Optimization exercise on an open flow, not production practice. RTL: at most simulated, not proved equivalent. Function not checked: run 1. Power: default activity.

==> flow/design.v (outline; a module is shown in full before it is edited, if it fits) <==
// module fpm: 1062 lines
// module fpm_fa: 4 lines
// module fpm_han: 4 lines
module fpm(
  input clk,
  input rst,
  input [31:0] number_in,
  input number_a_valid,
  output number_a_ready,
  input number_b_valid,
  output number_b_ready,
  output [31:0] number_out,
  output result_valid
);
  // ...
==> flow/flow/run.sh <==
#!/bin/bash
set -euo pipefail
bash standard.sh SETUP_SLACK_MARGIN=5.5 finish > standard.log 2>&1
==> flow/standard.sh <==
#!/bin/bash
# synth_recipe.tcl (not shown) runs the flow's synth.tcl, then flattens the netlist and writes it again
# the make line also repeats each setting of config.mk as NAME=value (left out here)
make -C /OpenROAD-flow-scripts/flow DESIGN_CONFIG=/design/flow/config.mk WORK_HOME=/design/flow/orfs CLKGATE_MAP_FILE= SYNTH_SCRIPT=/design/flow/synth_recipe.tcl "${@:-finish}"
==> flow/config.mk <==
export PLATFORM = sky130hd
export DESIGN_NAME = fpm
export DESIGN_NICKNAME = fpm
export VERILOG_FILES = /design/flow/design.v
export SDC_FILE = /design/flow/constraint.sdc
export NUM_CORES = 4
export LEC_CHECK = 0
export CAP_MARGIN = 20
export CORE_MARGIN = 2
export CORE_UTILIZATION = 40
export SETUP_SLACK_MARGIN = 5
export SLEW_MARGIN = 20
export SYNTH_HIERARCHICAL = 1
==> flow/constraint.sdc <==
create_clock -name core_clock -period 9.0 [get_ports {clk}]
set_input_delay 1.8000 -clock core_clock [delete_from_list [all_inputs] [get_ports {clk}]]
set_output_delay 1.8000 -clock core_clock [all_outputs]
set_load 0.01 [all_outputs]
==> results.ini, run 1 <==
[power]
power.share.clock_pct=14.5
switchingPower_mw=3.86
power.clock.total_mw=1.26
p_per_area_nw_per_um2=372
p_seq_mw=1.92
top_power_group=combinational logic
leakage_nw=9.39
peakVddDrop_mv=0.219
seqPwrFrac_pct=22.0

[sta]
post-route-min-period_ps=3490
max-slew-margin-rel_pct=41.7

[logic_synthesis]
synth-compound-area-share_pct=8.52
synth_mux_area_share_pct=1.89
yosysTopAreaCell=fa_1
yosysMostFrequentCell=nand2_1
syn-num-nets=2470
synth_adder_area_share_pct=32.6
synth.area.top_cells=fa_1 (27%), dfxtp_1 (17%), edfxtp_1 (12%)
yosysWarnings=7

[final_layout]
antennaDiodeCount=0
layout_common_cells=nand2_1 (444), fa_1 (271), dfxtp_1 (168), inv_1 (131), nor2_1 (128)
seq-cell-share_pct=25.3

[die]
io_pins=71
start_util_pct=40.4

[outcome]
status=complete, no violations

[routing]
wl_mm=54.6
vias_per_cell=5.38

[clock_tree]
clkSinkCount=255
cts-root-buf=clkbuf_16

[critical_path]
r2r_end=tcn[23]$_DFF_P_
critPathKind=in -> reg
crit_chain=buf_8 > or4_4 > nor2_4 > or2_4 > ha_4 > a21o_1 > nand2_1 > nor2_1 > o21ai_1 > nand2b_1 > a21oi_2 > nor2b_1 > o21ai_1 > a221o_1 > and2_1
rrSetupSlack_ps=5540
cp.depth=15
start_kind=primary input

[grt]
overflow=0
grt_util_met3_pct=4.29
grt_max_degree=64
grt_pass1_vias=15800

[worst_hold_path]
hp-start=s2_s$_DFFE_PN_

==> module fpm, before the edit <==
module fpm(
  input clk,
  input rst,
  input [31:0] number_in,
  input number_a_valid,
  output number_a_ready,
  input number_b_valid,
  output number_b_ready,
  output [31:0] number_out,
  output result_valid
);
  reg phase;             
  reg nrm_a, nrm_b;      
  reg vx, vy, vz, vw;    
  reg slow;              
  reg rv;
  reg ar_q, br_q;        
  reg [31:0] ra, rb;
  reg        hb;         
  reg [4:0]  k;          
  reg [12:0] mm;         
  reg [36:0] tsn, tcn;   
  reg        c13, stlo;  
  reg [9:0]  s1_e;       
  reg        s1_s, s1_nan, s1_inf, s1_zero, s1_slow;
  reg [25:0] sig;        
  reg [9:0]  e;          
  reg        le0;        
  reg        s2_s, s2_nan, s2_inf, s2_zero;
  reg [31:0] out;
  wire [7:0] ea = ra[30:23];
  wire [7:0] eb = rb[30:23];
  wire ha = |ea;
  wire hb_e = |eb;
  wire [23:0] ma = {ha, ra[22:0]};
  wire [23:0] mb = {hb, rb[22:0]};
  wire fa0 = ~|ra[22:0];
  wire fb0 = ~|rb[22:0];
  wire a_zero = ~ha & fa0;
  wire b_zero = ~hb_e & fb0;
  wire a_max = &ea;
  wire b_max = &eb;
  wire a_nan = a_max & ~fa0;
  wire b_nan = b_max & ~fb0;
  wire a_inf = a_max & fa0;
  wire b_inf = b_max & fb0;
  wire [7:0] ein = number_in[30:23];
  wire in_f0 = ~|number_in[22:0];
  wire in_sub = ~|ein & ~in_f0;
  wire in_spec = (~|ein & in_f0) | &ein;
  wire a_sub = ~ha & ~fa0;
  wire a_spec = a_zero | a_max;
  wire go_a = a_sub & ~in_sub & ~in_spec;
  wire go_b = in_sub & ~a_sub & ~a_spec;
  wire normalising = nrm_a | nrm_b;
  wire vx_next;
  wire a_fire = number_a_valid & ar_q;
  wire b_fire = number_b_valid & br_q;
  assign number_a_ready = ar_q;
  assign number_b_ready = br_q;
  assign result_valid = rv;
  assign number_out = out;
  wire phase_n = a_fire | (phase & ~b_fire);
  wire nrm_a_n = b_fire ? go_a : (nrm_a & ~ra[22]);
  wire nrm_b_n = b_fire ? go_b : (nrm_b & ~rb[22]);
  wire [8:0] esum_in = {1'b0, ea | {7'd0, ~ha}} + {1'b0, ein | {7'd0, ~|ein}};
  wire slow_set = b_fire & (go_a | go_b | (esum_in <= 9'd127));
  wire slow_n = slow_set | (slow & ~(vw & ~busy & ~vx & ~vy & ~vz & ~normalising));
  assign vx_next = rst & ((b_fire & ~go_a & ~go_b) | (nrm_a & ra[22]) | (nrm_b & rb[22]));
  wire [23:0] acc_s = ~tsn[36:13] & {24{~vx}};
  wire [23:0] acc_c = ~tcn[36:13] & {24{~vx}};
  wire [36:0] tree_sn, tree_cn;
  wire t1 = ~(mb[0] & mm[0]);
  wire t2 = ~(acc_s[0]);
  wire t3 = ~(acc_c[0]);
  wire t4 = ~(mb[1] & mm[0]);
  wire t5 = ~(mb[0] & mm[1]);
  wire t6 = ~(acc_s[1]);
  wire t7 = ~(acc_c[1]);
  wire t8 = ~(mb[2] & mm[0]);
  wire t9 = ~(mb[1] & mm[1]);
  wire t10 = ~(mb[0] & mm[2]);
  wire t11 = ~(acc_s[2]);
  wire t12 = ~(acc_c[2]);
  wire t13 = ~(mb[3] & mm[0]);
  wire t14 = ~(mb[2] & mm[1]);
  wire t15 = ~(mb[1] & mm[2]);
  wire t16 = ~(mb[0] & mm[3]);
  wire t17 = ~(acc_s[3]);
  wire t18 = ~(acc_c[3]);
  wire t19 = ~(mb[4] & mm[0]);
  wire t20 = ~(mb[3] & mm[1]);
  wire t21 = ~(mb[2] & mm[2]);
  wire t22 = ~(mb[1] & mm[3]);
  wire t23 = ~(mb[0] & mm[4]);
  wire t24 = ~(acc_s[4]);
  wire t25 = ~(acc_c[4]);
  wire t26 = ~(mb[5] & mm[0]);
  wire t27 = ~(mb[4] & mm[1]);
  wire t28 = ~(mb[3] & mm[2]);
  wire t29 = ~(mb[2] & mm[3]);
  wire t30 = ~(mb[1] & mm[4]);
  wire t31 = ~(mb[0] & mm[5]);
  wire t32 = ~(acc_s[5]);
  wire t33 = ~(acc_c[5]);
  wire t34 = ~(mb[6] & mm[0]);
  wire t35 = ~(mb[5] & mm[1]);
  wire t36 = ~(mb[4] & mm[2]);
  wire t37 = ~(mb[3] & mm[3]);
  wire t38 = ~(mb[2] & mm[4]);
  wire t39 = ~(mb[1] & mm[5]);
  wire t40 = ~(mb[0] & mm[6]);
  wire t41 = ~(acc_s[6]);
  wire t42 = ~(acc_c[6]);
  wire t43 = ~(mb[7] & mm[0]);
  wire t44 = ~(mb[6] & mm[1]);
  wire t45 = ~(mb[5] & mm[2]);
  wire t46 = ~(mb[4] & mm[3]);
  wire t47 = ~(mb[3] & mm[4]);
  wire t48 = ~(mb[2] & mm[5]);
  wire t49 = ~(mb[1] & mm[6]);
  wire t50 = ~(mb[0] & mm[7]);
  wire t51 = ~(acc_s[7]);
  wire t52 = ~(acc_c[7]);
  wire t53 = ~(mb[8] & mm[0]);
  wire t54 = ~(mb[7] & mm[1]);
  wire t55 = ~(mb[6] & mm[2]);
  wire t56 = ~(mb[5] & mm[3]);
  wire t57 = ~(mb[4] & mm[4]);
  wire t58 = ~(mb[3] & mm[5]);
  wire t59 = ~(mb[2] & mm[6]);
  wire t60 = ~(mb[1] & mm[7]);
  wire t61 = ~(mb[0] & mm[8]);
  wire t62 = ~(acc_s[8]);
  wire t63 = ~(acc_c[8]);
  wire t64 = ~(mb[9] & mm[0]);
  wire t65 = ~(mb[8] & mm[1]);
  wire t66 = ~(mb[7] & mm[2]);
  wire t67 = ~(mb[6] & mm[3]);
  wire t68 = ~(mb[5] & mm[4]);
  wire t69 = ~(mb[4] & mm[5]);
  wire t70 = ~(mb[3] & mm[6]);
  wire t71 = ~(mb[2] & mm[7]);
  wire t72 = ~(mb[1] & mm[8]);
  wire t73 = ~(mb[0] & mm[9]);
  wire t74 = ~(acc_s[9]);
  wire t75 = ~(acc_c[9]);
  wire t76 = ~(mb[10] & mm[0]);
  wire t77 = ~(mb[9] & mm[1]);
  wire t78 = ~(mb[8] & mm[2]);
  wire t79 = ~(mb[7] & mm[3]);
  wire t80 = ~(mb[6] & mm[4]);
  wire t81 = ~(mb[5] & mm[5]);
  wire t82 = ~(mb[4] & mm[6]);
  wire t83 = ~(mb[3] & mm[7]);
  wire t84 = ~(mb[2] & mm[8]);
  wire t85 = ~(mb[1] & mm[9]);
  wire t86 = ~(mb[0] & mm[10]);
  wire t87 = ~(acc_s[10]);
  wire t88 = ~(acc_c[10]);
  wire t89 = ~((mb[0] & mm[11]) | (acc_s[11]));
  wire t90 = ~(mb[11] & mm[0]);
  wire t91 = ~(mb[10] & mm[1]);
  wire t92 = ~(mb[9] & mm[2]);
  wire t93 = ~(mb[8] & mm[3]);
  wire t94 = ~(mb[7] & mm[4]);
  wire t95 = ~(mb[6] & mm[5]);
  wire t96 = ~(mb[5] & mm[6]);
  wire t97 = ~(mb[4] & mm[7]);
  wire t98 = ~(mb[3] & mm[8]);
  wire t99 = ~(mb[2] & mm[9]);
  wire t100 = ~(mb[1] & mm[10]);
  wire t101 = ~(acc_c[11]);
  wire t102 = ~((mb[1] & mm[11]) | (acc_s[12]));
  wire t103 = ~((mb[0] & mm[12]) | (acc_c[12]));
  wire t104 = ~(mb[12] & mm[0]);
  wire t105 = ~(mb[11] & mm[1]);
  wire t106 = ~(mb[10] & mm[2]);
  wire t107 = ~(mb[9] & mm[3]);
  wire t108 = ~(mb[8] & mm[4]);
  wire t109 = ~(mb[7] & mm[5]);
  wire t110 = ~(mb[6] & mm[6]);
  wire t111 = ~(mb[5] & mm[7]);
  wire t112 = ~(mb[4] & mm[8]);
  wire t113 = ~(mb[3] & mm[9]);
  wire t114 = ~(mb[2] & mm[10]);
  wire t115 = ~((mb[2] & mm[11]) | (acc_s[13]));
  wire t116 = ~((mb[1] & mm[12]) | (acc_c[13]));
  wire t117 = ~(mb[13] & mm[0]);
  wire t118 = ~(mb[12] & mm[1]);
  wire t119 = ~(mb[11] & mm[2]);
  wire t120 = ~(mb[10] & mm[3]);
  wire t121 = ~(mb[9] & mm[4]);
  wire t122 = ~(mb[8] & mm[5]);
  wire t123 = ~(mb[7] & mm[6]);
  wire t124 = ~(mb[6] & mm[7]);
  wire t125 = ~(mb[5] & mm[8]);
  wire t126 = ~(mb[4] & mm[9]);
  wire t127 = ~(mb[3] & mm[10]);
  wire t128 = ~((mb[3] & mm[11]) | (acc_s[14]));
  wire t129 = ~((mb[2] & mm[12]) | (acc_c[14]));
  wire t130 = ~(mb[14] & mm[0]);
  wire t131 = ~(mb[13] & mm[1]);
  wire t132 = ~(mb[12] & mm[2]);
  wire t133 = ~(mb[11] & mm[3]);
  wire t134 = ~(mb[10] & mm[4]);
  wire t135 = ~(mb[9] & mm[5]);
  wire t136 = ~(mb[8] & mm[6]);
  wire t137 = ~(mb[7] & mm[7]);
  wire t138 = ~(mb[6] & mm[8]);
  wire t139 = ~(mb[5] & mm[9]);
  wire t140 = ~(mb[4] & mm[10]);
  wire t141 = ~((mb[4] & mm[11]) | (acc_s[15]));
  wire t142 = ~((mb[3] & mm[12]) | (acc_c[15]));
  wire t143 = ~(mb[15] & mm[0]);
  wire t144 = ~(mb[14] & mm[1]);
  wire t145 = ~(mb[13] & mm[2]);
  wire t146 = ~(mb[12] & mm[3]);
  wire t147 = ~(mb[11] & mm[4]);
  wire t148 = ~(mb[10] & mm[5]);
  wire t149 = ~(mb[9] & mm[6]);
  wire t150 = ~(mb[8] & mm[7]);
  wire t151 = ~(mb[7] & mm[8]);
  wire t152 = ~(mb[6] & mm[9]);
  wire t153 = ~(mb[5] & mm[10]);
  wire t154 = ~((mb[5] & mm[11]) | (acc_s[16]));
  wire t155 = ~((mb[4] & mm[12]) | (acc_c[16]));
  wire t156 = ~(mb[16] & mm[0]);
  wire t157 = ~(mb[15] & mm[1]);
  wire t158 = ~(mb[14] & mm[2]);
  wire t159 = ~(mb[13] & mm[3]);
  wire t160 = ~(mb[12] & mm[4]);
  wire t161 = ~(mb[11] & mm[5]);
  wire t162 = ~(mb[10] & mm[6]);
  wire t163 = ~(mb[9] & mm[7]);
  wire t164 = ~(mb[8] & mm[8]);
  wire t165 = ~(mb[7] & mm[9]);
  wire t166 = ~(mb[6] & mm[10]);
  wire t167 = ~((mb[6] & mm[11]) | (acc_s[17]));
  wire t168 = ~((mb[5] & mm[12]) | (acc_c[17]));
  wire t169 = ~(mb[17] & mm[0]);
  wire t170 = ~(mb[16] & mm[1]);
  wire t171 = ~(mb[15] & mm[2]);
  wire t172 = ~(mb[14] & mm[3]);
  wire t173 = ~(mb[13] & mm[4]);
  wire t174 = ~(mb[12] & mm[5]);
  wire t175 = ~(mb[11] & mm[6]);
  wire t176 = ~(mb[10] & mm[7]);
  wire t177 = ~(mb[9] & mm[8]);
  wire t178 = ~(mb[8] & mm[9]);
  wire t179 = ~(mb[7] & mm[10]);
  wire t180 = ~((mb[7] & mm[11]) | (acc_s[18]));
  wire t181 = ~((mb[6] & mm[12]) | (acc_c[18]));
  wire t182 = ~(mb[18] & mm[0]);
  wire t183 = ~(mb[17] & mm[1]);
  wire t184 = ~(mb[16] & mm[2]);
  wire t185 = ~(mb[15] & mm[3]);
  wire t186 = ~(mb[14] & mm[4]);
  wire t187 = ~(mb[13] & mm[5]);
  wire t188 = ~(mb[12] & mm[6]);
  wire t189 = ~(mb[11] & mm[7]);
  wire t190 = ~(mb[10] & mm[8]);
  wire t191 = ~(mb[9] & mm[9]);
  wire t192 = ~(mb[8] & mm[10]);
  wire t193 = ~((mb[8] & mm[11]) | (acc_s[19]));
  wire t194 = ~((mb[7] & mm[12]) | (acc_c[19]));
  wire t195 = ~(mb[19] & mm[0]);
  wire t196 = ~(mb[18] & mm[1]);
  wire t197 = ~(mb[17] & mm[2]);
  wire t198 = ~(mb[16] & mm[3]);
  wire t199 = ~(mb[15] & mm[4]);
  wire t200 = ~(mb[14] & mm[5]);
  wire t201 = ~(mb[13] & mm[6]);
  wire t202 = ~(mb[12] & mm[7]);
  wire t203 = ~(mb[11] & mm[8]);
  wire t204 = ~(mb[10] & mm[9]);
  wire t205 = ~(mb[9] & mm[10]);
  wire t206 = ~((mb[9] & mm[11]) | (acc_s[20]));
  wire t207 = ~((mb[8] & mm[12]) | (acc_c[20]));
  wire t208 = ~(mb[20] & mm[0]);
  wire t209 = ~(mb[19] & mm[1]);
  wire t210 = ~(mb[18] & mm[2]);
  wire t211 = ~(mb[17] & mm[3]);
  wire t212 = ~(mb[16] & mm[4]);
  wire t213 = ~(mb[15] & mm[5]);
  wire t214 = ~(mb[14] & mm[6]);
  wire t215 = ~(mb[13] & mm[7]);
  wire t216 = ~(mb[12] & mm[8]);
  wire t217 = ~(mb[11] & mm[9]);
  wire t218 = ~(mb[10] & mm[10]);
  wire t219 = ~((mb[10] & mm[11]) | (acc_s[21]));
  wire t220 = ~((mb[9] & mm[12]) | (acc_c[21]));
  wire t221 = ~(mb[21] & mm[0]);
  wire t222 = ~(mb[20] & mm[1]);
  wire t223 = ~(mb[19] & mm[2]);
  wire t224 = ~(mb[18] & mm[3]);
  wire t225 = ~(mb[17] & mm[4]);
  wire t226 = ~(mb[16] & mm[5]);
  wire t227 = ~(mb[15] & mm[6]);
  wire t228 = ~(mb[14] & mm[7]);
  wire t229 = ~(mb[13] & mm[8]);
  wire t230 = ~(mb[12] & mm[9]);
  wire t231 = ~(mb[11] & mm[10]);
  wire t232 = ~((mb[11] & mm[11]) | (acc_s[22]));
  wire t233 = ~((mb[10] & mm[12]) | (acc_c[22]));
  wire t234 = ~(mb[22] & mm[0]);
  wire t235 = ~(mb[21] & mm[1]);
  wire t236 = ~(mb[20] & mm[2]);
  wire t237 = ~(mb[19] & mm[3]);
  wire t238 = ~(mb[18] & mm[4]);
  wire t239 = ~(mb[17] & mm[5]);
  wire t240 = ~(mb[16] & mm[6]);
  wire t241 = ~(mb[15] & mm[7]);
  wire t242 = ~(mb[14] & mm[8]);
  wire t243 = ~(mb[13] & mm[9]);
  wire t244 = ~(mb[12] & mm[10]);
  wire t245 = ~((mb[12] & mm[11]) | (acc_s[23]));
  wire t246 = ~((mb[11] & mm[12]) | (acc_c[23]));
  wire t247 = ~(mb[23] & mm[0]);
  wire t248 = ~(mb[22] & mm[1]);
  wire t249 = ~(mb[21] & mm[2]);
  wire t250 = ~(mb[20] & mm[3]);
  wire t251 = ~(mb[19] & mm[4]);
  wire t252 = ~(mb[18] & mm[5]);
  wire t253 = ~(mb[17] & mm[6]);
  wire t254 = ~(mb[16] & mm[7]);
  wire t255 = ~(mb[15] & mm[8]);
  wire t256 = ~(mb[14] & mm[9]);
  wire t257 = ~(mb[13] & mm[10]);
  wire t258 = ~(mb[23] & mm[1]);
  wire t259 = ~(mb[22] & mm[2]);
  wire t260 = ~(mb[21] & mm[3]);
  wire t261 = ~(mb[20] & mm[4]);
  wire t262 = ~(mb[19] & mm[5]);
  wire t263 = ~(mb[18] & mm[6]);
  wire t264 = ~(mb[17] & mm[7]);
  wire t265 = ~(mb[16] & mm[8]);
  wire t266 = ~(mb[15] & mm[9]);
  wire t267 = ~(mb[14] & mm[10]);
  wire t268 = ~(mb[13] & mm[11]);
  wire t269 = ~(mb[12] & mm[12]);
  wire t270 = ~(mb[23] & mm[2]);
  wire t271 = ~(mb[22] & mm[3]);
  wire t272 = ~(mb[21] & mm[4]);
  wire t273 = ~(mb[20] & mm[5]);
  wire t274 = ~(mb[19] & mm[6]);
  wire t275 = ~(mb[18] & mm[7]);
  wire t276 = ~(mb[17] & mm[8]);
  wire t277 = ~(mb[16] & mm[9]);
  wire t278 = ~(mb[15] & mm[10]);
  wire t279 = ~(mb[14] & mm[11]);
  wire t280 = ~(mb[13] & mm[12]);
  wire t281 = ~(mb[23] & mm[3]);
  wire t282 = ~(mb[22] & mm[4]);
  wire t283 = ~(mb[21] & mm[5]);
  wire t284 = ~(mb[20] & mm[6]);
  wire t285 = ~(mb[19] & mm[7]);
  wire t286 = ~(mb[18] & mm[8]);
  wire t287 = ~(mb[17] & mm[9]);
  wire t288 = ~(mb[16] & mm[10]);
  wire t289 = ~(mb[15] & mm[11]);
  wire t290 = ~(mb[14] & mm[12]);
  wire t291 = ~(mb[23] & mm[4]);
  wire t292 = ~(mb[22] & mm[5]);
  wire t293 = ~(mb[21] & mm[6]);
  wire t294 = ~(mb[20] & mm[7]);
  wire t295 = ~(mb[19] & mm[8]);
  wire t296 = ~(mb[18] & mm[9]);
  wire t297 = ~(mb[17] & mm[10]);
  wire t298 = ~(mb[16] & mm[11]);
  wire t299 = ~(mb[15] & mm[12]);
  wire t300 = ~(mb[23] & mm[5]);
  wire t301 = ~(mb[22] & mm[6]);
  wire t302 = ~(mb[21] & mm[7]);
  wire t303 = ~(mb[20] & mm[8]);
  wire t304 = ~(mb[19] & mm[9]);
  wire t305 = ~(mb[18] & mm[10]);
  wire t306 = ~(mb[17] & mm[11]);
  wire t307 = ~(mb[16] & mm[12]);
  wire t308 = ~(mb[23] & mm[6]);
  wire t309 = ~(mb[22] & mm[7]);
  wire t310 = ~(mb[21] & mm[8]);
  wire t311 = ~(mb[20] & mm[9]);
  wire t312 = ~(mb[19] & mm[10]);
  wire t313 = ~(mb[18] & mm[11]);
  wire t314 = ~(mb[17] & mm[12]);
  wire t315 = ~(mb[23] & mm[7]);
  wire t316 = ~(mb[22] & mm[8]);
  wire t317 = ~(mb[21] & mm[9]);
  wire t318 = ~(mb[20] & mm[10]);
  wire t319 = ~(mb[19] & mm[11]);
  wire t320 = ~(mb[18] & mm[12]);
  wire t321 = ~(mb[23] & mm[8]);
  wire t322 = ~(mb[22] & mm[9]);
  wire t323 = ~(mb[21] & mm[10]);
  wire t324 = ~(mb[20] & mm[11]);
  wire t325 = ~(mb[19] & mm[12]);
  wire t326 = ~(mb[23] & mm[9]);
  wire t327 = ~(mb[22] & mm[10]);
  wire t328 = ~(mb[21] & mm[11]);
  wire t329 = ~(mb[20] & mm[12]);
  wire t330 = ~(mb[23] & mm[10]);
  wire t331 = ~(mb[22] & mm[11]);
  wire t332 = ~(mb[21] & mm[12]);
  wire t333 = ~(mb[23] & mm[11]);
  wire t334 = ~(mb[22] & mm[12]);
  wire t335 = ~(mb[23] & mm[12]);
  wire t336, t337;
  fpm_han u_t336 (.an(t43), .bn(t44), .sn(t336), .con(t337));
  wire t338, t339;
  fpm_fa u_t338 (.a(t53), .b(t54), .c(t55), .s(t338), .co(t339));
  wire t340, t341;
  fpm_han u_t340 (.an(t56), .bn(t57), .sn(t340), .con(t341));
  wire t342, t343;
  fpm_fa u_t342 (.a(t64), .b(t65), .c(t66), .s(t342), .co(t343));
  wire t344, t345;
  fpm_fa u_t344 (.a(t67), .b(t68), .c(t69), .s(t344), .co(t345));
  wire t346, t347;
  fpm_han u_t346 (.an(t70), .bn(t71), .sn(t346), .con(t347));
  wire t348, t349;
  fpm_fa u_t348 (.a(t76), .b(t77), .c(t78), .s(t348), .co(t349));
  wire t350, t351;
  fpm_fa u_t350 (.a(t79), .b(t80), .c(t81), .s(t350), .co(t351));
  wire t352, t353;
  fpm_fa u_t352 (.a(t82), .b(t83), .c(t84), .s(t352), .co(t353));
  wire t354, t355;
  fpm_han u_t354 (.an(t85), .bn(t86), .sn(t354), .con(t355));
  wire t356, t357;
  fpm_fa u_t356 (.a(t89), .b(t90), .c(t91), .s(t356), .co(t357));
  wire t358, t359;
  fpm_fa u_t358 (.a(t92), .b(t93), .c(t94), .s(t358), .co(t359));
  wire t360, t361;
  fpm_fa u_t360 (.a(t95), .b(t96), .c(t97), .s(t360), .co(t361));
  wire t362, t363;
  fpm_fa u_t362 (.a(t98), .b(t99), .c(t100), .s(t362), .co(t363));
  wire t364, t365;
  fpm_fa u_t364 (.a(t102), .b(t103), .c(t104), .s(t364), .co(t365));
  wire t366, t367;
  fpm_fa u_t366 (.a(t105), .b(t106), .c(t107), .s(t366), .co(t367));
  wire t368, t369;
  fpm_fa u_t368 (.a(t108), .b(t109), .c(t110), .s(t368), .co(t369));
  wire t370, t371;
  fpm_fa u_t370 (.a(t111), .b(t112), .c(t113), .s(t370), .co(t371));
  wire t372, t373;
  fpm_fa u_t372 (.a(t115), .b(t116), .c(t117), .s(t372), .co(t373));
  wire t374, t375;
  fpm_fa u_t374 (.a(t118), .b(t119), .c(t120), .s(t374), .co(t375));
  wire t376, t377;
  fpm_fa u_t376 (.a(t121), .b(t122), .c(t123), .s(t376), .co(t377));
  wire t378, t379;
  fpm_fa u_t378 (.a(t124), .b(t125), .c(t126), .s(t378), .co(t379));
  wire t380, t381;
  fpm_fa u_t380 (.a(t128), .b(t129), .c(t130), .s(t380), .co(t381));
  wire t382, t383;
  fpm_fa u_t382 (.a(t131), .b(t132), .c(t133), .s(t382), .co(t383));
  wire t384, t385;
  fpm_fa u_t384 (.a(t134), .b(t135), .c(t136), .s(t384), .co(t385));
  wire t386, t387;
  fpm_fa u_t386 (.a(t137), .b(t138), .c(t139), .s(t386), .co(t387));
  wire t388, t389;
  fpm_fa u_t388 (.a(t141), .b(t142), .c(t143), .s(t388), .co(t389));
  wire t390, t391;
  fpm_fa u_t390 (.a(t144), .b(t145), .c(t146), .s(t390), .co(t391));
  wire t392, t393;
  fpm_fa u_t392 (.a(t147), .b(t148), .c(t149), .s(t392), .co(t393));
  wire t394, t395;
  fpm_fa u_t394 (.a(t150), .b(t151), .c(t152), .s(t394), .co(t395));
  wire t396, t397;
  fpm_fa u_t396 (.a(t154), .b(t155), .c(t156), .s(t396), .co(t397));
  wire t398, t399;
  fpm_fa u_t398 (.a(t157), .b(t158), .c(t159), .s(t398), .co(t399));
  wire t400, t401;
  fpm_fa u_t400 (.a(t160), .b(t161), .c(t162), .s(t400), .co(t401));
  wire t402, t403;
  fpm_fa u_t402 (.a(t163), .b(t164), .c(t165), .s(t402), .co(t403));
  wire t404, t405;
  fpm_fa u_t404 (.a(t167), .b(t168), .c(t169), .s(t404), .co(t405));
  wire t406, t407;
  fpm_fa u_t406 (.a(t170), .b(t171), .c(t172), .s(t406), .co(t407));
  wire t408, t409;
  fpm_fa u_t408 (.a(t173), .b(t174), .c(t175), .s(t408), .co(t409));
  wire t410, t411;
  fpm_fa u_t410 (.a(t176), .b(t177), .c(t178), .s(t410), .co(t411));
  wire t412, t413;
  fpm_fa u_t412 (.a(t180), .b(t181), .c(t182), .s(t412), .co(t413));
  wire t414, t415;
  fpm_fa u_t414 (.a(t183), .b(t184), .c(t185), .s(t414), .co(t415));
  wire t416, t417;
  fpm_fa u_t416 (.a(t186), .b(t187), .c(t188), .s(t416), .co(t417));
  wire t418, t419;
  fpm_fa u_t418 (.a(t189), .b(t190), .c(t191), .s(t418), .co(t419));
  wire t420, t421;
  fpm_fa u_t420 (.a(t193), .b(t194), .c(t195), .s(t420), .co(t421));
  wire t422, t423;
  fpm_fa u_t422 (.a(t196), .b(t197), .c(t198), .s(t422), .co(t423));
  wire t424, t425;
  fpm_fa u_t424 (.a(t199), .b(t200), .c(t201), .s(t424), .co(t425));
  wire t426, t427;
  fpm_fa u_t426 (.a(t202), .b(t203), .c(t204), .s(t426), .co(t427));
  wire t428, t429;
  fpm_fa u_t428 (.a(t206), .b(t207), .c(t208), .s(t428), .co(t429));
  wire t430, t431;
  fpm_fa u_t430 (.a(t209), .b(t210), .c(t211), .s(t430), .co(t431));
  wire t432, t433;
  fpm_fa u_t432 (.a(t212), .b(t213), .c(t214), .s(t432), .co(t433));
  wire t434, t435;
  fpm_fa u_t434 (.a(t215), .b(t216), .c(t217), .s(t434), .co(t435));
  wire t436, t437;
  fpm_fa u_t436 (.a(t219), .b(t220), .c(t221), .s(t436), .co(t437));
  wire t438, t439;
  fpm_fa u_t438 (.a(t222), .b(t223), .c(t224), .s(t438), .co(t439));
  wire t440, t441;
  fpm_fa u_t440 (.a(t225), .b(t226), .c(t227), .s(t440), .co(t441));
  wire t442, t443;
  fpm_fa u_t442 (.a(t228), .b(t229), .c(t230), .s(t442), .co(t443));
  wire t444, t445;
  fpm_fa u_t444 (.a(t232), .b(t233), .c(t234), .s(t444), .co(t445));
  wire t446, t447;
  fpm_fa u_t446 (.a(t235), .b(t236), .c(t237), .s(t446), .co(t447));
  wire t448, t449;
  fpm_fa u_t448 (.a(t238), .b(t239), .c(t240), .s(t448), .co(t449));
  wire t450, t451;
  fpm_fa u_t450 (.a(t241), .b(t242), .c(t243), .s(t450), .co(t451));
  wire t452, t453;
  fpm_fa u_t452 (.a(t245), .b(t246), .c(t247), .s(t452), .co(t453));
  wire t454, t455;
  fpm_fa u_t454 (.a(t248), .b(t249), .c(t250), .s(t454), .co(t455));
  wire t456, t457;
  fpm_fa u_t456 (.a(t251), .b(t252), .c(t253), .s(t456), .co(t457));
  wire t458, t459;
  fpm_fa u_t458 (.a(t254), .b(t255), .c(t256), .s(t458), .co(t459));
  wire t460, t461;
  fpm_fa u_t460 (.a(t258), .b(t259), .c(t260), .s(t460), .co(t461));
  wire t462, t463;
  fpm_fa u_t462 (.a(t261), .b(t262), .c(t263), .s(t462), .co(t463));
  wire t464, t465;
  fpm_fa u_t464 (.a(t264), .b(t265), .c(t266), .s(t464), .co(t465));
  wire t466, t467;
  fpm_han u_t466 (.an(t267), .bn(t268), .sn(t466), .con(t467));
  wire t468, t469;
  fpm_fa u_t468 (.a(t270), .b(t271), .c(t272), .s(t468), .co(t469));
  wire t470, t471;
  fpm_fa u_t470 (.a(t273), .b(t274), .c(t275), .s(t470), .co(t471));
  wire t472, t473;
  fpm_fa u_t472 (.a(t276), .b(t277), .c(t278), .s(t472), .co(t473));
  wire t474, t475;
  fpm_fa u_t474 (.a(t281), .b(t282), .c(t283), .s(t474), .co(t475));
  wire t476, t477;
  fpm_fa u_t476 (.a(t284), .b(t285), .c(t286), .s(t476), .co(t477));
  wire t478, t479;
  fpm_fa u_t478 (.a(t291), .b(t292), .c(t293), .s(t478), .co(t479));
  wire t480, t481;
  fpm_han u_t480 (.an(t19), .bn(t20), .sn(t480), .con(t481));
  wire t482, t483;
  fpm_fa u_t482 (.a(t26), .b(t27), .c(t28), .s(t482), .co(t483));
  wire t484, t485;
  fpm_han u_t484 (.an(t29), .bn(t30), .sn(t484), .con(t485));
  wire t486, t487;
  fpm_fa u_t486 (.a(t34), .b(t35), .c(t36), .s(t486), .co(t487));
  wire t488, t489;
  fpm_fa u_t488 (.a(t37), .b(t38), .c(t39), .s(t488), .co(t489));
  wire t490, t491;
  fpm_han u_t490 (.an(t40), .bn(t41), .sn(t490), .con(t491));
  wire t492, t493;
  fpm_fa u_t492 (.a(t336), .b(t45), .c(t46), .s(t492), .co(t493));
  wire t494, t495;
  fpm_fa u_t494 (.a(t47), .b(t48), .c(t49), .s(t494), .co(t495));
  wire t496, t497;
  fpm_fa u_t496 (.a(t50), .b(t51), .c(t52), .s(t496), .co(t497));
  wire t498, t499;
  fpm_fa u_t498 (.a(t337), .b(t338), .c(t340), .s(t498), .co(t499));
  wire t500, t501;
  fpm_fa u_t500 (.a(t58), .b(t59), .c(t60), .s(t500), .co(t501));
  wire t502, t503;
  fpm_fa u_t502 (.a(t61), .b(t62), .c(t63), .s(t502), .co(t503));
  wire t504, t505;
  fpm_fa u_t504 (.a(t339), .b(t341), .c(t342), .s(t504), .co(t505));
  wire t506, t507;
  fpm_fa u_t506 (.a(t344), .b(t346), .c(t72), .s(t506), .co(t507));
  wire t508, t509;
  fpm_fa u_t508 (.a(t73), .b(t74), .c(t75), .s(t508), .co(t509));
  wire t510, t511;
  fpm_fa u_t510 (.a(t343), .b(t345), .c(t347), .s(t510), .co(t511));
  wire t512, t513;
  fpm_fa u_t512 (.a(t348), .b(t350), .c(t352), .s(t512), .co(t513));
  wire t514, t515;
  fpm_fa u_t514 (.a(t354), .b(t87), .c(t88), .s(t514), .co(t515));
  wire t516, t517;
  fpm_fa u_t516 (.a(t349), .b(t351), .c(t353), .s(t516), .co(t517));
  wire t518, t519;
  fpm_fa u_t518 (.a(t355), .b(t356), .c(t358), .s(t518), .co(t519));
  wire t520, t521;
  fpm_fa u_t520 (.a(t360), .b(t362), .c(t101), .s(t520), .co(t521));
  wire t522, t523;
  fpm_fa u_t522 (.a(t357), .b(t359), .c(t361), .s(t522), .co(t523));
  wire t524, t525;
  fpm_fa u_t524 (.a(t363), .b(t364), .c(t366), .s(t524), .co(t525));
  wire t526, t527;
  fpm_fa u_t526 (.a(t368), .b(t370), .c(t114), .s(t526), .co(t527));
  wire t528, t529;
  fpm_fa u_t528 (.a(t365), .b(t367), .c(t369), .s(t528), .co(t529));
  wire t530, t531;
  fpm_fa u_t530 (.a(t371), .b(t372), .c(t374), .s(t530), .co(t531));
  wire t532, t533;
  fpm_fa u_t532 (.a(t376), .b(t378), .c(t127), .s(t532), .co(t533));
  wire t534, t535;
  fpm_fa u_t534 (.a(t373), .b(t375), .c(t377), .s(t534), .co(t535));
  wire t536, t537;
  fpm_fa u_t536 (.a(t379), .b(t380), .c(t382), .s(t536), .co(t537));
  wire t538, t539;
  fpm_fa u_t538 (.a(t384), .b(t386), .c(t140), .s(t538), .co(t539));
  wire t540, t541;
  fpm_fa u_t540 (.a(t381), .b(t383), .c(t385), .s(t540), .co(t541));
  wire t542, t543;
  fpm_fa u_t542 (.a(t387), .b(t388), .c(t390), .s(t542), .co(t543));
  wire t544, t545;
  fpm_fa u_t544 (.a(t392), .b(t394), .c(t153), .s(t544), .co(t545));
  wire t546, t547;
  fpm_fa u_t546 (.a(t389), .b(t391), .c(t393), .s(t546), .co(t547));
  wire t548, t549;
  fpm_fa u_t548 (.a(t395), .b(t396), .c(t398), .s(t548), .co(t549));
  wire t550, t551;
  fpm_fa u_t550 (.a(t400), .b(t402), .c(t166), .s(t550), .co(t551));
  wire t552, t553;
  fpm_fa u_t552 (.a(t397), .b(t399), .c(t401), .s(t552), .co(t553));
  wire t554, t555;
  fpm_fa u_t554 (.a(t403), .b(t404), .c(t406), .s(t554), .co(t555));
  wire t556, t557;
  fpm_fa u_t556 (.a(t408), .b(t410), .c(t179), .s(t556), .co(t557));
  wire t558, t559;
  fpm_fa u_t558 (.a(t405), .b(t407), .c(t409), .s(t558), .co(t559));
  wire t560, t561;
  fpm_fa u_t560 (.a(t411), .b(t412), .c(t414), .s(t560), .co(t561));
  wire t562, t563;
  fpm_fa u_t562 (.a(t416), .b(t418), .c(t192), .s(t562), .co(t563));
  wire t564, t565;
  fpm_fa u_t564 (.a(t413), .b(t415), .c(t417), .s(t564), .co(t565));
  wire t566, t567;
  fpm_fa u_t566 (.a(t419), .b(t420), .c(t422), .s(t566), .co(t567));
  wire t568, t569;
  fpm_fa u_t568 (.a(t424), .b(t426), .c(t205), .s(t568), .co(t569));
  wire t570, t571;
  fpm_fa u_t570 (.a(t421), .b(t423), .c(t425), .s(t570), .co(t571));
  wire t572, t573;
  fpm_fa u_t572 (.a(t427), .b(t428), .c(t430), .s(t572), .co(t573));
  wire t574, t575;
  fpm_fa u_t574 (.a(t432), .b(t434), .c(t218), .s(t574), .co(t575));
  wire t576, t577;
  fpm_fa u_t576 (.a(t429), .b(t431), .c(t433), .s(t576), .co(t577));
  wire t578, t579;
  fpm_fa u_t578 (.a(t435), .b(t436), .c(t438), .s(t578), .co(t579));
  wire t580, t581;
  fpm_fa u_t580 (.a(t440), .b(t442), .c(t231), .s(t580), .co(t581));
  wire t582, t583;
  fpm_fa u_t582 (.a(t437), .b(t439), .c(t441), .s(t582), .co(t583));
  wire t584, t585;
  fpm_fa u_t584 (.a(t443), .b(t444), .c(t446), .s(t584), .co(t585));
  wire t586, t587;
  fpm_fa u_t586 (.a(t448), .b(t450), .c(t244), .s(t586), .co(t587));
  wire t588, t589;
  fpm_fa u_t588 (.a(t445), .b(t447), .c(t449), .s(t588), .co(t589));
  wire t590, t591;
  fpm_fa u_t590 (.a(t451), .b(t452), .c(t454), .s(t590), .co(t591));
  wire t592, t593;
  fpm_fa u_t592 (.a(t456), .b(t458), .c(t257), .s(t592), .co(t593));
  wire t594, t595;
  fpm_fa u_t594 (.a(t453), .b(t455), .c(t457), .s(t594), .co(t595));
  wire t596, t597;
  fpm_fa u_t596 (.a(t459), .b(t460), .c(t462), .s(t596), .co(t597));
  wire t598, t599;
  fpm_fa u_t598 (.a(t464), .b(t466), .c(t269), .s(t598), .co(t599));
  wire t600, t601;
  fpm_fa u_t600 (.a(t461), .b(t463), .c(t465), .s(t600), .co(t601));
  wire t602, t603;
  fpm_fa u_t602 (.a(t467), .b(t468), .c(t470), .s(t602), .co(t603));
  wire t604, t605;
  fpm_fa u_t604 (.a(t472), .b(t279), .c(t280), .s(t604), .co(t605));
  wire t606, t607;
  fpm_fa u_t606 (.a(t469), .b(t471), .c(t473), .s(t606), .co(t607));
  wire t608, t609;
  fpm_fa u_t608 (.a(t474), .b(t476), .c(t287), .s(t608), .co(t609));
  wire t610, t611;
  fpm_fa u_t610 (.a(t288), .b(t289), .c(t290), .s(t610), .co(t611));
  wire t612, t613;
  fpm_fa u_t612 (.a(t475), .b(t477), .c(t478), .s(t612), .co(t613));
  wire t614, t615;
  fpm_fa u_t614 (.a(t294), .b(t295), .c(t296), .s(t614), .co(t615));
  wire t616, t617;
  fpm_fa u_t616 (.a(t297), .b(t298), .c(t299), .s(t616), .co(t617));
  wire t618, t619;
  fpm_fa u_t618 (.a(t479), .b(t300), .c(t301), .s(t618), .co(t619));
  wire t620, t621;
  fpm_fa u_t620 (.a(t302), .b(t303), .c(t304), .s(t620), .co(t621));
  wire t622, t623;
  fpm_fa u_t622 (.a(t305), .b(t306), .c(t307), .s(t622), .co(t623));
  wire t624, t625;
  fpm_fa u_t624 (.a(t308), .b(t309), .c(t310), .s(t624), .co(t625));
  wire t626, t627;
  fpm_fa u_t626 (.a(t311), .b(t312), .c(t313), .s(t626), .co(t627));
  wire t628, t629;
  fpm_fa u_t628 (.a(t315), .b(t316), .c(t317), .s(t628), .co(t629));
  wire t630, t631;
  fpm_han u_t630 (.an(t8), .bn(t9), .sn(t630), .con(t631));
  wire t632, t633;
  fpm_fa u_t632 (.a(t13), .b(t14), .c(t15), .s(t632), .co(t633));
  wire t634, t635;
  fpm_han u_t634 (.an(t16), .bn(t17), .sn(t634), .con(t635));
  wire t636, t637;
  fpm_fa u_t636 (.a(t480), .b(t21), .c(t22), .s(t636), .co(t637));
  wire t638, t639;
  fpm_fa u_t638 (.a(t23), .b(t24), .c(t25), .s(t638), .co(t639));
  wire t640, t641;
  fpm_fa u_t640 (.a(t481), .b(t482), .c(t484), .s(t640), .co(t641));
  wire t642, t643;
  fpm_fa u_t642 (.a(t31), .b(t32), .c(t33), .s(t642), .co(t643));
  wire t644, t645;
  fpm_fa u_t644 (.a(t483), .b(t485), .c(t486), .s(t644), .co(t645));
  wire t646, t647;
  fpm_fa u_t646 (.a(t488), .b(t490), .c(t42), .s(t646), .co(t647));
  wire t648, t649;
  fpm_fa u_t648 (.a(t487), .b(t489), .c(t491), .s(t648), .co(t649));
  wire t650, t651;
  fpm_fa u_t650 (.a(t492), .b(t494), .c(t496), .s(t650), .co(t651));
  wire t652, t653;
  fpm_fa u_t652 (.a(t493), .b(t495), .c(t497), .s(t652), .co(t653));
  wire t654, t655;
  fpm_fa u_t654 (.a(t498), .b(t500), .c(t502), .s(t654), .co(t655));
  wire t656, t657;
  fpm_fa u_t656 (.a(t499), .b(t501), .c(t503), .s(t656), .co(t657));
  wire t658, t659;
  fpm_fa u_t658 (.a(t504), .b(t506), .c(t508), .s(t658), .co(t659));
  wire t660, t661;
  fpm_fa u_t660 (.a(t505), .b(t507), .c(t509), .s(t660), .co(t661));
  wire t662, t663;
  fpm_fa u_t662 (.a(t510), .b(t512), .c(t514), .s(t662), .co(t663));
  wire t664, t665;
  fpm_fa u_t664 (.a(t511), .b(t513), .c(t515), .s(t664), .co(t665));
  wire t666, t667;
  fpm_fa u_t666 (.a(t516), .b(t518), .c(t520), .s(t666), .co(t667));
  wire t668, t669;
  fpm_fa u_t668 (.a(t517), .b(t519), .c(t521), .s(t668), .co(t669));
  wire t670, t671;
  fpm_fa u_t670 (.a(t522), .b(t524), .c(t526), .s(t670), .co(t671));
  wire t672, t673;
  fpm_fa u_t672 (.a(t523), .b(t525), .c(t527), .s(t672), .co(t673));
  wire t674, t675;
  fpm_fa u_t674 (.a(t528), .b(t530), .c(t532), .s(t674), .co(t675));
  wire t676, t677;
  fpm_fa u_t676 (.a(t529), .b(t531), .c(t533), .s(t676), .co(t677));
  wire t678, t679;
  fpm_fa u_t678 (.a(t534), .b(t536), .c(t538), .s(t678), .co(t679));
  wire t680, t681;
  fpm_fa u_t680 (.a(t535), .b(t537), .c(t539), .s(t680), .co(t681));
  wire t682, t683;
  fpm_fa u_t682 (.a(t540), .b(t542), .c(t544), .s(t682), .co(t683));
  wire t684, t685;
  fpm_fa u_t684 (.a(t541), .b(t543), .c(t545), .s(t684), .co(t685));
  wire t686, t687;
  fpm_fa u_t686 (.a(t546), .b(t548), .c(t550), .s(t686), .co(t687));
  wire t688, t689;
  fpm_fa u_t688 (.a(t547), .b(t549), .c(t551), .s(t688), .co(t689));
  wire t690, t691;
  fpm_fa u_t690 (.a(t552), .b(t554), .c(t556), .s(t690), .co(t691));
  wire t692, t693;
  fpm_fa u_t692 (.a(t553), .b(t555), .c(t557), .s(t692), .co(t693));
  wire t694, t695;
  fpm_fa u_t694 (.a(t558), .b(t560), .c(t562), .s(t694), .co(t695));
  wire t696, t697;
  fpm_fa u_t696 (.a(t559), .b(t561), .c(t563), .s(t696), .co(t697));
  wire t698, t699;
  fpm_fa u_t698 (.a(t564), .b(t566), .c(t568), .s(t698), .co(t699));
  wire t700, t701;
  fpm_fa u_t700 (.a(t565), .b(t567), .c(t569), .s(t700), .co(t701));
  wire t702, t703;
  fpm_fa u_t702 (.a(t570), .b(t572), .c(t574), .s(t702), .co(t703));
  wire t704, t705;
  fpm_fa u_t704 (.a(t571), .b(t573), .c(t575), .s(t704), .co(t705));
  wire t706, t707;
  fpm_fa u_t706 (.a(t576), .b(t578), .c(t580), .s(t706), .co(t707));
  wire t708, t709;
  fpm_fa u_t708 (.a(t577), .b(t579), .c(t581), .s(t708), .co(t709));
  wire t710, t711;
  fpm_fa u_t710 (.a(t582), .b(t584), .c(t586), .s(t710), .co(t711));
  wire t712, t713;
  fpm_fa u_t712 (.a(t583), .b(t585), .c(t587), .s(t712), .co(t713));
  wire t714, t715;
  fpm_fa u_t714 (.a(t588), .b(t590), .c(t592), .s(t714), .co(t715));
  wire t716, t717;
  fpm_fa u_t716 (.a(t589), .b(t591), .c(t593), .s(t716), .co(t717));
  wire t718, t719;
  fpm_fa u_t718 (.a(t594), .b(t596), .c(t598), .s(t718), .co(t719));
  wire t720, t721;
  fpm_fa u_t720 (.a(t595), .b(t597), .c(t599), .s(t720), .co(t721));
  wire t722, t723;
  fpm_fa u_t722 (.a(t600), .b(t602), .c(t604), .s(t722), .co(t723));
  wire t724, t725;
  fpm_fa u_t724 (.a(t601), .b(t603), .c(t605), .s(t724), .co(t725));
  wire t726, t727;
  fpm_fa u_t726 (.a(t606), .b(t608), .c(t610), .s(t726), .co(t727));
  wire t728, t729;
  fpm_fa u_t728 (.a(t607), .b(t609), .c(t611), .s(t728), .co(t729));
  wire t730, t731;
  fpm_fa u_t730 (.a(t612), .b(t614), .c(t616), .s(t730), .co(t731));
  wire t732, t733;
  fpm_fa u_t732 (.a(t613), .b(t615), .c(t617), .s(t732), .co(t733));
  wire t734, t735;
  fpm_fa u_t734 (.a(t618), .b(t620), .c(t622), .s(t734), .co(t735));
  wire t736, t737;
  fpm_fa u_t736 (.a(t619), .b(t621), .c(t623), .s(t736), .co(t737));
  wire t738, t739;
  fpm_fa u_t738 (.a(t624), .b(t626), .c(t314), .s(t738), .co(t739));
  wire t740, t741;
  fpm_fa u_t740 (.a(t625), .b(t627), .c(t628), .s(t740), .co(t741));
  wire t742, t743;
  fpm_fa u_t742 (.a(t318), .b(t319), .c(t320), .s(t742), .co(t743));
  wire t744, t745;
  fpm_fa u_t744 (.a(t629), .b(t321), .c(t322), .s(t744), .co(t745));
  wire t746, t747;
  fpm_fa u_t746 (.a(t323), .b(t324), .c(t325), .s(t746), .co(t747));
  wire t748, t749;
  fpm_fa u_t748 (.a(t326), .b(t327), .c(t328), .s(t748), .co(t749));
  wire t750, t751;
  fpm_han u_t750 (.an(t4), .bn(t5), .sn(t750), .con(t751));
  wire t752, t753;
  fpm_fa u_t752 (.a(t630), .b(t10), .c(t11), .s(t752), .co(t753));
  wire t754, t755;
  fpm_fa u_t754 (.a(t631), .b(t632), .c(t634), .s(t754), .co(t755));
  wire t756, t757;
  fpm_fa u_t756 (.a(t633), .b(t635), .c(t636), .s(t756), .co(t757));
  wire t758, t759;
  fpm_fa u_t758 (.a(t637), .b(t639), .c(t640), .s(t758), .co(t759));
  wire t760, t761;
  fpm_fa u_t760 (.a(t641), .b(t643), .c(t644), .s(t760), .co(t761));
  wire t762, t763;
  fpm_fa u_t762 (.a(t645), .b(t647), .c(t648), .s(t762), .co(t763));
  wire t764, t765;
  fpm_fa u_t764 (.a(t649), .b(t651), .c(t652), .s(t764), .co(t765));
  wire t766, t767;
  fpm_fa u_t766 (.a(t653), .b(t655), .c(t656), .s(t766), .co(t767));
  wire t768, t769;
  fpm_fa u_t768 (.a(t657), .b(t659), .c(t660), .s(t768), .co(t769));
  wire t770, t771;
  fpm_fa u_t770 (.a(t661), .b(t663), .c(t664), .s(t770), .co(t771));
  wire t772, t773;
  fpm_fa u_t772 (.a(t665), .b(t667), .c(t668), .s(t772), .co(t773));
  wire t774, t775;
  fpm_fa u_t774 (.a(t669), .b(t671), .c(t672), .s(t774), .co(t775));
  wire t776, t777;
  fpm_fa u_t776 (.a(t673), .b(t675), .c(t676), .s(t776), .co(t777));
  wire t778, t779;
  fpm_fa u_t778 (.a(t677), .b(t679), .c(t680), .s(t778), .co(t779));
  wire t780, t781;
  fpm_fa u_t780 (.a(t681), .b(t683), .c(t684), .s(t780), .co(t781));
  wire t782, t783;
  fpm_fa u_t782 (.a(t685), .b(t687), .c(t688), .s(t782), .co(t783));
  wire t784, t785;
  fpm_fa u_t784 (.a(t689), .b(t691), .c(t692), .s(t784), .co(t785));
  wire t786, t787;
  fpm_fa u_t786 (.a(t693), .b(t695), .c(t696), .s(t786), .co(t787));
  wire t788, t789;
  fpm_fa u_t788 (.a(t697), .b(t699), .c(t700), .s(t788), .co(t789));
  wire t790, t791;
  fpm_fa u_t790 (.a(t701), .b(t703), .c(t704), .s(t790), .co(t791));
  wire t792, t793;
  fpm_fa u_t792 (.a(t705), .b(t707), .c(t708), .s(t792), .co(t793));
  wire t794, t795;
  fpm_fa u_t794 (.a(t709), .b(t711), .c(t712), .s(t794), .co(t795));
  wire t796, t797;
  fpm_fa u_t796 (.a(t713), .b(t715), .c(t716), .s(t796), .co(t797));
  wire t798, t799;
  fpm_fa u_t798 (.a(t717), .b(t719), .c(t720), .s(t798), .co(t799));
  wire t800, t801;
  fpm_fa u_t800 (.a(t721), .b(t723), .c(t724), .s(t800), .co(t801));
  wire t802, t803;
  fpm_fa u_t802 (.a(t725), .b(t727), .c(t728), .s(t802), .co(t803));
  wire t804, t805;
  fpm_fa u_t804 (.a(t729), .b(t731), .c(t732), .s(t804), .co(t805));
  wire t806, t807;
  fpm_fa u_t806 (.a(t733), .b(t735), .c(t736), .s(t806), .co(t807));
  wire t808, t809;
  fpm_fa u_t808 (.a(t737), .b(t739), .c(t740), .s(t808), .co(t809));
  wire t810, t811;
  fpm_fa u_t810 (.a(t741), .b(t743), .c(t744), .s(t810), .co(t811));
  wire t812, t813;
  fpm_fa u_t812 (.a(t745), .b(t747), .c(t748), .s(t812), .co(t813));
  wire t814, t815;
  fpm_fa u_t814 (.a(t749), .b(t330), .c(t331), .s(t814), .co(t815));
  wire t816, t817;
  fpm_han u_t816 (.an(t1), .bn(t2), .sn(t816), .con(t817));
  wire t818, t819;
  fpm_fa u_t818 (.a(t750), .b(t6), .c(t7), .s(t818), .co(t819));
  wire t820, t821;
  fpm_fa u_t820 (.a(t751), .b(t752), .c(t12), .s(t820), .co(t821));
  wire t822, t823;
  fpm_fa u_t822 (.a(t753), .b(t754), .c(t18), .s(t822), .co(t823));
  wire t824, t825;
  fpm_fa u_t824 (.a(t755), .b(t756), .c(t638), .s(t824), .co(t825));
  wire t826, t827;
  fpm_fa u_t826 (.a(t757), .b(t758), .c(t642), .s(t826), .co(t827));
  wire t828, t829;
  fpm_fa u_t828 (.a(t759), .b(t760), .c(t646), .s(t828), .co(t829));
  wire t830, t831;
  fpm_fa u_t830 (.a(t761), .b(t762), .c(t650), .s(t830), .co(t831));
  wire t832, t833;
  fpm_fa u_t832 (.a(t763), .b(t764), .c(t654), .s(t832), .co(t833));
  wire t834, t835;
  fpm_fa u_t834 (.a(t765), .b(t766), .c(t658), .s(t834), .co(t835));
  wire t836, t837;
  fpm_fa u_t836 (.a(t767), .b(t768), .c(t662), .s(t836), .co(t837));
  wire t838, t839;
  fpm_fa u_t838 (.a(t769), .b(t770), .c(t666), .s(t838), .co(t839));
  wire t840, t841;
  fpm_fa u_t840 (.a(t771), .b(t772), .c(t670), .s(t840), .co(t841));
  wire t842, t843;
  fpm_fa u_t842 (.a(t773), .b(t774), .c(t674), .s(t842), .co(t843));
  wire t844, t845;
  fpm_fa u_t844 (.a(t775), .b(t776), .c(t678), .s(t844), .co(t845));
  wire t846, t847;
  fpm_fa u_t846 (.a(t777), .b(t778), .c(t682), .s(t846), .co(t847));
  wire t848, t849;
  fpm_fa u_t848 (.a(t779), .b(t780), .c(t686), .s(t848), .co(t849));
  wire t850, t851;
  fpm_fa u_t850 (.a(t781), .b(t782), .c(t690), .s(t850), .co(t851));
  wire t852, t853;
  fpm_fa u_t852 (.a(t783), .b(t784), .c(t694), .s(t852), .co(t853));
  wire t854, t855;
  fpm_fa u_t854 (.a(t785), .b(t786), .c(t698), .s(t854), .co(t855));
  wire t856, t857;
  fpm_fa u_t856 (.a(t787), .b(t788), .c(t702), .s(t856), .co(t857));
  wire t858, t859;
  fpm_fa u_t858 (.a(t789), .b(t790), .c(t706), .s(t858), .co(t859));
  wire t860, t861;
  fpm_fa u_t860 (.a(t791), .b(t792), .c(t710), .s(t860), .co(t861));
  wire t862, t863;
  fpm_fa u_t862 (.a(t793), .b(t794), .c(t714), .s(t862), .co(t863));
  wire t864, t865;
  fpm_fa u_t864 (.a(t795), .b(t796), .c(t718), .s(t864), .co(t865));
  wire t866, t867;
  fpm_fa u_t866 (.a(t797), .b(t798), .c(t722), .s(t866), .co(t867));
  wire t868, t869;
  fpm_fa u_t868 (.a(t799), .b(t800), .c(t726), .s(t868), .co(t869));
  wire t870, t871;
  fpm_fa u_t870 (.a(t801), .b(t802), .c(t730), .s(t870), .co(t871));
  wire t872, t873;
  fpm_fa u_t872 (.a(t803), .b(t804), .c(t734), .s(t872), .co(t873));
  wire t874, t875;
  fpm_fa u_t874 (.a(t805), .b(t806), .c(t738), .s(t874), .co(t875));
  wire t876, t877;
  fpm_fa u_t876 (.a(t807), .b(t808), .c(t742), .s(t876), .co(t877));
  wire t878, t879;
  fpm_fa u_t878 (.a(t809), .b(t810), .c(t746), .s(t878), .co(t879));
  wire t880, t881;
  fpm_fa u_t880 (.a(t811), .b(t812), .c(t329), .s(t880), .co(t881));
  wire t882, t883;
  fpm_fa u_t882 (.a(t813), .b(t814), .c(t332), .s(t882), .co(t883));
  wire t884, t885;
  fpm_fa u_t884 (.a(t815), .b(t333), .c(t334), .s(t884), .co(t885));
  assign tree_sn = {1'b1, t885, t883, t881, t879, t877, t875, t873, t871, t869, t867, t865, t863, t861, t859, t857, t855, t853, t851, t849, t847, t845, t843, t841, t839, t837, t835, t833, t831, t829, t827, t825, t823, t821, t819, t817, t816};
  assign tree_cn = {1'b1, t335, t884, t882, t880, t878, t876, t874, t872, t870, t868, t866, t864, t862, t860, t858, t856, t854, t852, t850, t848, t846, t844, t842, t840, t838, t836, t834, t832, t830, t828, t826, t824, t822, t820, t818, t3};
  wire [9:0] ex = {2'b00, ea | {7'd0, ~ha}} + {2'b00, eb | {7'd0, ~hb_e}} - 10'd126 - {5'd0, k};
  wire x_nan = a_nan | b_nan | (a_inf & b_zero) | (b_inf & a_zero);
  wire x_inf = (a_inf | b_inf) & ~x_nan;
  wire x_zero = (a_zero | b_zero) & ~x_nan & ~x_inf;
  wire [13:0] lo = {1'b0, ~tsn[12:0]} + {1'b0, ~tcn[12:0]};
  wire [34:0] phn = tsn[34:0] + tcn[34:0] + {34'd0, ~c13};
  wire [34:0] ph = ~phn;   
  wire        p47 = ph[34];
  wire [25:0] sig_z = p47 ? {ph[34:10], stlo | |ph[9:0]} : {ph[33:9], stlo | |ph[8:0]};
  wire [9:0]  s1_em1 = s1_e - 10'd1;
  wire [9:0]  e_z = p47 ? s1_e : s1_em1;
  wire        le0_z = p47 ? (s1_e[9] | (s1_e == 10'd0)) : (s1_em1[9] | (s1_em1 == 10'd0));
  wire busy = vw & ~s2_nan & ~s2_inf & ~s2_zero & le0;
  wire [22:0] mant = sig[24:2];
  wire        inc  = sig[1] & (sig[0] | mant[0]);
  wire [9:0]  fe   = e & {10{sig[25]}};
  wire [32:0] rnd  = {fe, mant} + {32'd0, inc};
  wire        ovf  = rnd[32:23] >= 10'd255;
  wire [31:0] res_w = s2_nan  ? {s2_s, 31'h7fc00000} :
                      s2_zero ? {s2_s, 31'd0} :
                      (s2_inf | ovf) ? {s2_s, 8'hff, 23'd0} :
                      {s2_s, rnd[30:0]};
  always @(posedge clk) begin
    if (a_fire)
      ra <= number_in;
    else if (nrm_a) begin
      ra[22:0] <= {ra[21:0], 1'b0};
      if (ra[22]) ra[30:23] <= 8'd1;
    end
    if (b_fire)
      rb <= number_in;
    else if (nrm_b) begin
      rb[22:0] <= {rb[21:0], 1'b0};
      if (rb[22]) rb[30:23] <= 8'd1;
    end
    if (b_fire)
      hb <= |ein;
    else if (nrm_b & rb[22])
      hb <= 1'b1;
    if (b_fire)
      k <= 5'd0;
    else if (normalising)
      k <= k + 5'd1;
    if (vx) begin
      s1_e <= ex;
      s1_s <= (ra[31] ^ rb[31]) & ~(a_nan | b_nan);
      s1_nan <= x_nan;
      s1_inf <= x_inf;
      s1_zero <= x_zero;
    end
    tsn <= tree_sn;
    tcn <= tree_cn;
    c13 <= lo[13];
    stlo <= |lo[12:0];
    if (b_fire)
      mm <= ra[12:0];
    else if (vx)
      mm <= {2'b00, ma[23:13]};
    else if (nrm_a)
      mm <= {ra[11:0], 1'b0};
    else
      mm <= ra[12:0];
    if (!busy) begin
      sig <= sig_z;
      e <= e_z;
      le0 <= le0_z;
      s2_s <= s1_s;
    end else begin
      sig <= {1'b0, sig[25:2], sig[1] | sig[0]};
      e <= e + 10'd1;
      le0 <= e[9];
    end
    s2_nan <= s1_nan & ~busy;
    s2_inf <= s1_inf & ~busy;
    s2_zero <= s1_zero & ~busy;
    out <= res_w;
    if (rst == 0) begin
      phase <= 1'b0;
      nrm_a <= 1'b0;
      nrm_b <= 1'b0;
      vx <= 1'b0;
      vy <= 1'b0;
      vz <= 1'b0;
      vw <= 1'b0;
      slow <= 1'b0;
      rv <= 1'b0;
      ar_q <= 1'b1;      
      br_q <= 1'b0;
    end else begin
      phase <= phase_n;
      nrm_a <= nrm_a_n;
      nrm_b <= nrm_b_n;
      vx <= vx_next;
      vy <= vx;
      vz <= vy;
      vw <= vz | busy;
      rv <= vw & ~busy;
      slow <= slow_n;
      ar_q <= ~phase_n & ~nrm_a_n & ~nrm_b_n;
      br_q <= phase_n & ~slow_n;
    end
  end
endmodule
==> inputs of run 2 (changes only) <==
--- a/flow/design.v
+++ b/flow/design.v
@@ -64,8 +64,8 @@
   wire phase_n = a_fire | (phase & ~b_fire);
   wire nrm_a_n = b_fire ? go_a : (nrm_a & ~ra[22]);
   wire nrm_b_n = b_fire ? go_b : (nrm_b & ~rb[22]);
-  wire [8:0] esum_in = {1'b0, ea | {7'd0, ~ha}} + {1'b0, ein | {7'd0, ~|ein}};
-  wire slow_set = b_fire & (go_a | go_b | (esum_in <= 9'd127));
+  wire [8:0] esum = {1'b0, ea | {7'd0, ~ha}} + {1'b0, eb | {7'd0, ~hb_e}};
+  wire slow_set = vx & ((k != 5'd0) | (esum <= 9'd127));
   wire slow_n = slow_set | (slow & ~(vw & ~busy & ~vx & ~vy & ~vz & ~normalising));
   assign vx_next = rst & ((b_fire & ~go_a & ~go_b) | (nrm_a & ra[22]) | (nrm_b & rb[22]));
   wire [23:0] acc_s = ~tsn[36:13] & {24{~vx}};
@@ -981,23 +981,23 @@
                       (s2_inf | ovf) ? {s2_s, 8'hff, 23'd0} :
                       {s2_s, rnd[30:0]};
   always @(posedge clk) begin
-    if (a_fire)
+    if (ar_q)
       ra <= number_in;
     else if (nrm_a) begin
       ra[22:0] <= {ra[21:0], 1'b0};
       if (ra[22]) ra[30:23] <= 8'd1;
     end
-    if (b_fire)
+    if (phase)
       rb <= number_in;
     else if (nrm_b) begin
       rb[22:0] <= {rb[21:0], 1'b0};
       if (rb[22]) rb[30:23] <= 8'd1;
     end
-    if (b_fire)
+    if (phase)
       hb <= |ein;
     else if (nrm_b & rb[22])
       hb <= 1'b1;
-    if (b_fire)
+    if (phase)
       k <= 5'd0;
     else if (normalising)
       k <= k + 5'd1;
@@ -1012,9 +1012,7 @@
     tcn <= tree_cn;
     c13 <= lo[13];
     stlo <= |lo[12:0];
-    if (b_fire)
-      mm <= ra[12:0];
-    else if (vx)
+    if (vx)
       mm <= {2'b00, ma[23:13]};
     else if (nrm_a)
       mm <= {ra[11:0], 1'b0};
==> flow/run.sh (new file) <==
#!/bin/bash
# synth_recipe.tcl (not shown) runs the flow's synth.tcl, then flattens the netlist and writes it again
# the make line also repeats each setting of config.mk as NAME=value (left out here)
make -C /OpenROAD-flow-scripts/flow DESIGN_CONFIG=/design/flow/config.mk WORK_HOME=/design/flow/orfs CLKGATE_MAP_FILE= SYNTH_SCRIPT=/design/flow/synth_recipe.tcl finish
--- a/flow/config.mk
+++ b/flow/config.mk
@@ -8,6 +8,7 @@
 export CAP_MARGIN = 20
 export CORE_MARGIN = 2
 export CORE_UTILIZATION = 40
+export CTS_BUF_LIST = sky130_fd_sc_hd__clkbuf_4
 export SETUP_SLACK_MARGIN = 5
 export SLEW_MARGIN = 20
 export SYNTH_HIERARCHICAL = 1
removed: flow/flow/run.sh
removed: flow/standard.sh
==> results.ini, run 2 <==
[grt]
grt_use_total_pct=21.5
antenna_found_initial=2
grt_max_degree=49  ; -23%
grt_pass1_wl_mm=87.8
grt_pass1_vias=16000  ; +0.80%
overflow=0  ; unchanged

[die]
start_util_pct=40.2  ; -0.13 points
die_h_um=228
core.rowCount=82
dieArea_um2=52000
coreArea_um2=49900
dieWidth_um=228
io_pins=71  ; unchanged

[critical_path]
critPathKind=reg -> reg
start_kind=flop
cp.buffers_inverters=0
cp-end-kind=flop
crit_chain=a21oi_1 > fa_1 > fa_1 > fa_1 > fa_1 > fa_1
crit_path_max_incr_delay_ps=930
crit_family=adder cells
crit_top_cell=fa_1
critical-path-slowest-cell=edfxtp_1
arrival_ps=4500
worstPathRequired_ps=9650
cp_max_fo=15

[clock_tree]
cts.path.max_buffers=3
cts-root-buf=clkbuf_4
cts_max_level=3
clk_pin_slew_ps=60
hold_buffers=0
clkSinkCount=255  ; unchanged
clk_latency_ps=800
tritoncts=built
cts_buffers=72

[logic_synthesis]
syn_avg_cell_area_um2=9.97
synthArstFlopShare_pct=0
synth_cell_types=69
yosysWarnings=7  ; unchanged
synthTopCellsByCount=nand2_1 (373), fa_1 (273), dfxtp_1 (175)
yosysTopAreaCell=fa_1
synth_seq_cells=255
ys.flop_type=dfxtp_1
synthCells=2012
syn_area_um2=20100
ys_seq_area_share_pct=29.4
synth_top_area_share_pct=27.2
yosysMostFrequentCell=nand2_1
synth.area.top_cells=fa_1 (27%), dfxtp_1 (17%), edfxtp_1 (12%)
synth_edf_count=80
syn-num-nets=2410  ; -2.4%

[routing]
drcViolationCount=0
first_iter_violations=1073
num_vias=15100
drtAntennaViolNets=0
dr.pass1.iters=6
routedWlPerCell_um=19.8
vias_per_cell=5.38  ; +0.11%
wl_mm=55.7  ; +1.9%

[final_layout]
fin_area_um2=22300
drive_gt1_share_pct=11.5
layout.nets=2470
layout_common_cells=nand2_1 (373), fa_1 (273), dfxtp_1 (173), inv_1 (135), nor2_1 (121)
final_common_cell=nand2_1
reg_top3=tcn (36), tsn (36)
syn_to_final_growth_pct=11.3
fillCellCount=4827

[power]
leakage_nw=8.69  ; -7.5%
p_per_area_nw_per_um2=435  ; +17%
peakVddDrop_mv=0.173  ; -21%
p_total_mw=9.72

[sta]
fin_skew_ps=43.9
setup_violations=0
finalHoldViolations=0
rsz0062_at_grt=no
max-slew-margin-rel_pct=35.9  ; -5.8 points
worst-slew-pin-transition_ps=961
drv_slew=0
whs_ps=366
max_clock_freq_mhz=260
post-route-min-period_ps=3850  ; +360 ps
post-route-period-util_pct=42.7
fin_tns_setup_ps=0

[place]
gp_congestion=0.901
hpwl_mm=39.9
io_buffers=70
placed_area_um2=21300

[worst_hold_path]
hp-class=reg -> reg

[outcome]
status=complete, no violations

[run]
maxCapViolations=0

## run 2: cell count changes after synthesis, sizes merged, moves of 9 or more
cell   previous run  this run
a22oi            14         2
and2             21        31
and3             24        10
buf              23        14
mux2             25        59
mux2i            10        23
nand2           446       374
nand4            35        26
nor2            132       122
o21ai            43        56
## run 2: modules after synthesis (local to each module, per instance)
module	cell area [um^2]	cells inside
fpm	14500	1689
fpm_fa	20.0	1
fpm_han	27.5	5
## run 2: final timing paths
| kind | cells after the start | slack (ps) | end | start |
|---|---|---|---|---|
| max reg2reg | 6 | 5150 | tcn[22]$_DFF_P_ | rb[10]$_DFFE_PP_ |
| min reg2reg | 0 | 370 | out[31]$_DFF_P_ | s2_s$_DFFE_PN_ |
| max | 6 | 5150 | tcn[22]$_DFF_P_ | rb[10]$_DFFE_PP_ |
| min | 0 | 370 | out[31]$_DFF_P_ | s2_s$_DFFE_PN_ |
## run 2: cell type report
type | instances | area, um^2 | area share, %
clock inverters | 20 | 141 | 0.634
repair buffers | 90 | 862 | 3.86
multi-input cells | 1518 | 13200 | 59.2
inverters | 135 | 507 | 2.27
clock buffers | 110 | 826 | 3.70
flip-flops and latches | 255 | 5910 | 26.5
well taps | 672 | 841 | 3.77
diodes | 6 | 15.0 | 0.0673
## run 2: cell families (layout without fill, tap and decap cells)
family / after synthesis / in the layout / share of synthesized area [%]
AO/OA/AOI/OAI: 270 / 270 / 8.44
XOR/XNOR: 98 / 98 / 4.28
adder cells (fa/ha/maj): 362 / 362 / 32.8
buffers and inverters: 239 / 355 / 4.77
flip-flops: 255 / 255 / 29.4
multiplexers: 82 / 82 / 4.46
other: 0 / 6 / 0
AND/OR/NAND/NOR: 706 / 706 / 15.8
## run 2: metal layers
layer | vias to the layer above | share of wire (%) | GRT usage, %
met5 | - | 0 | 0
met4 | 0 | 3.3 | 8.44
met3 | 146 | 8.5 | 5.68
met2 | 674 | 46 | 34.7
met1 | 7459 | 42 | 27.7
li1 | 6821 | - | -
## run 2: power breakdown
| part | total (mW) | switching [mW] | leakage, nW | internal [mW] |
|---|---|---|---|---|
| Clock | 1.13 | 0.517 | 0.587 | 0.616 |
| Sequential | 2.08 | 0.396 | 2.23 | 1.69 |
| Combinational | 6.50 | 3.56 | 5.87 | 2.95 |
| Total | 9.72 | 4.47 | 8.69 | 5.25 |
## run 2: through the flow
stage / utilization [%] / setup slack (ps) / instances
global placement: 42.7 / 4880 / 2669
floorplan: - / 5140 / 2012
detailed placement: 42.7 / 4730 / 2669
finish: 44.8 / 5150 / 2806
CTS: 44.7 / 5020 / 2799
global route: 44.8 / 4990 / 2806
## run 2: what timing repair did
item	in CTS	in global routing
gates resized for setup	2	2
setup endpoints to repair	28	30
setup buffers	0	1
Testbench counts of run 2, summed over its fixed seeds: cycles 6,440, items 3,200.
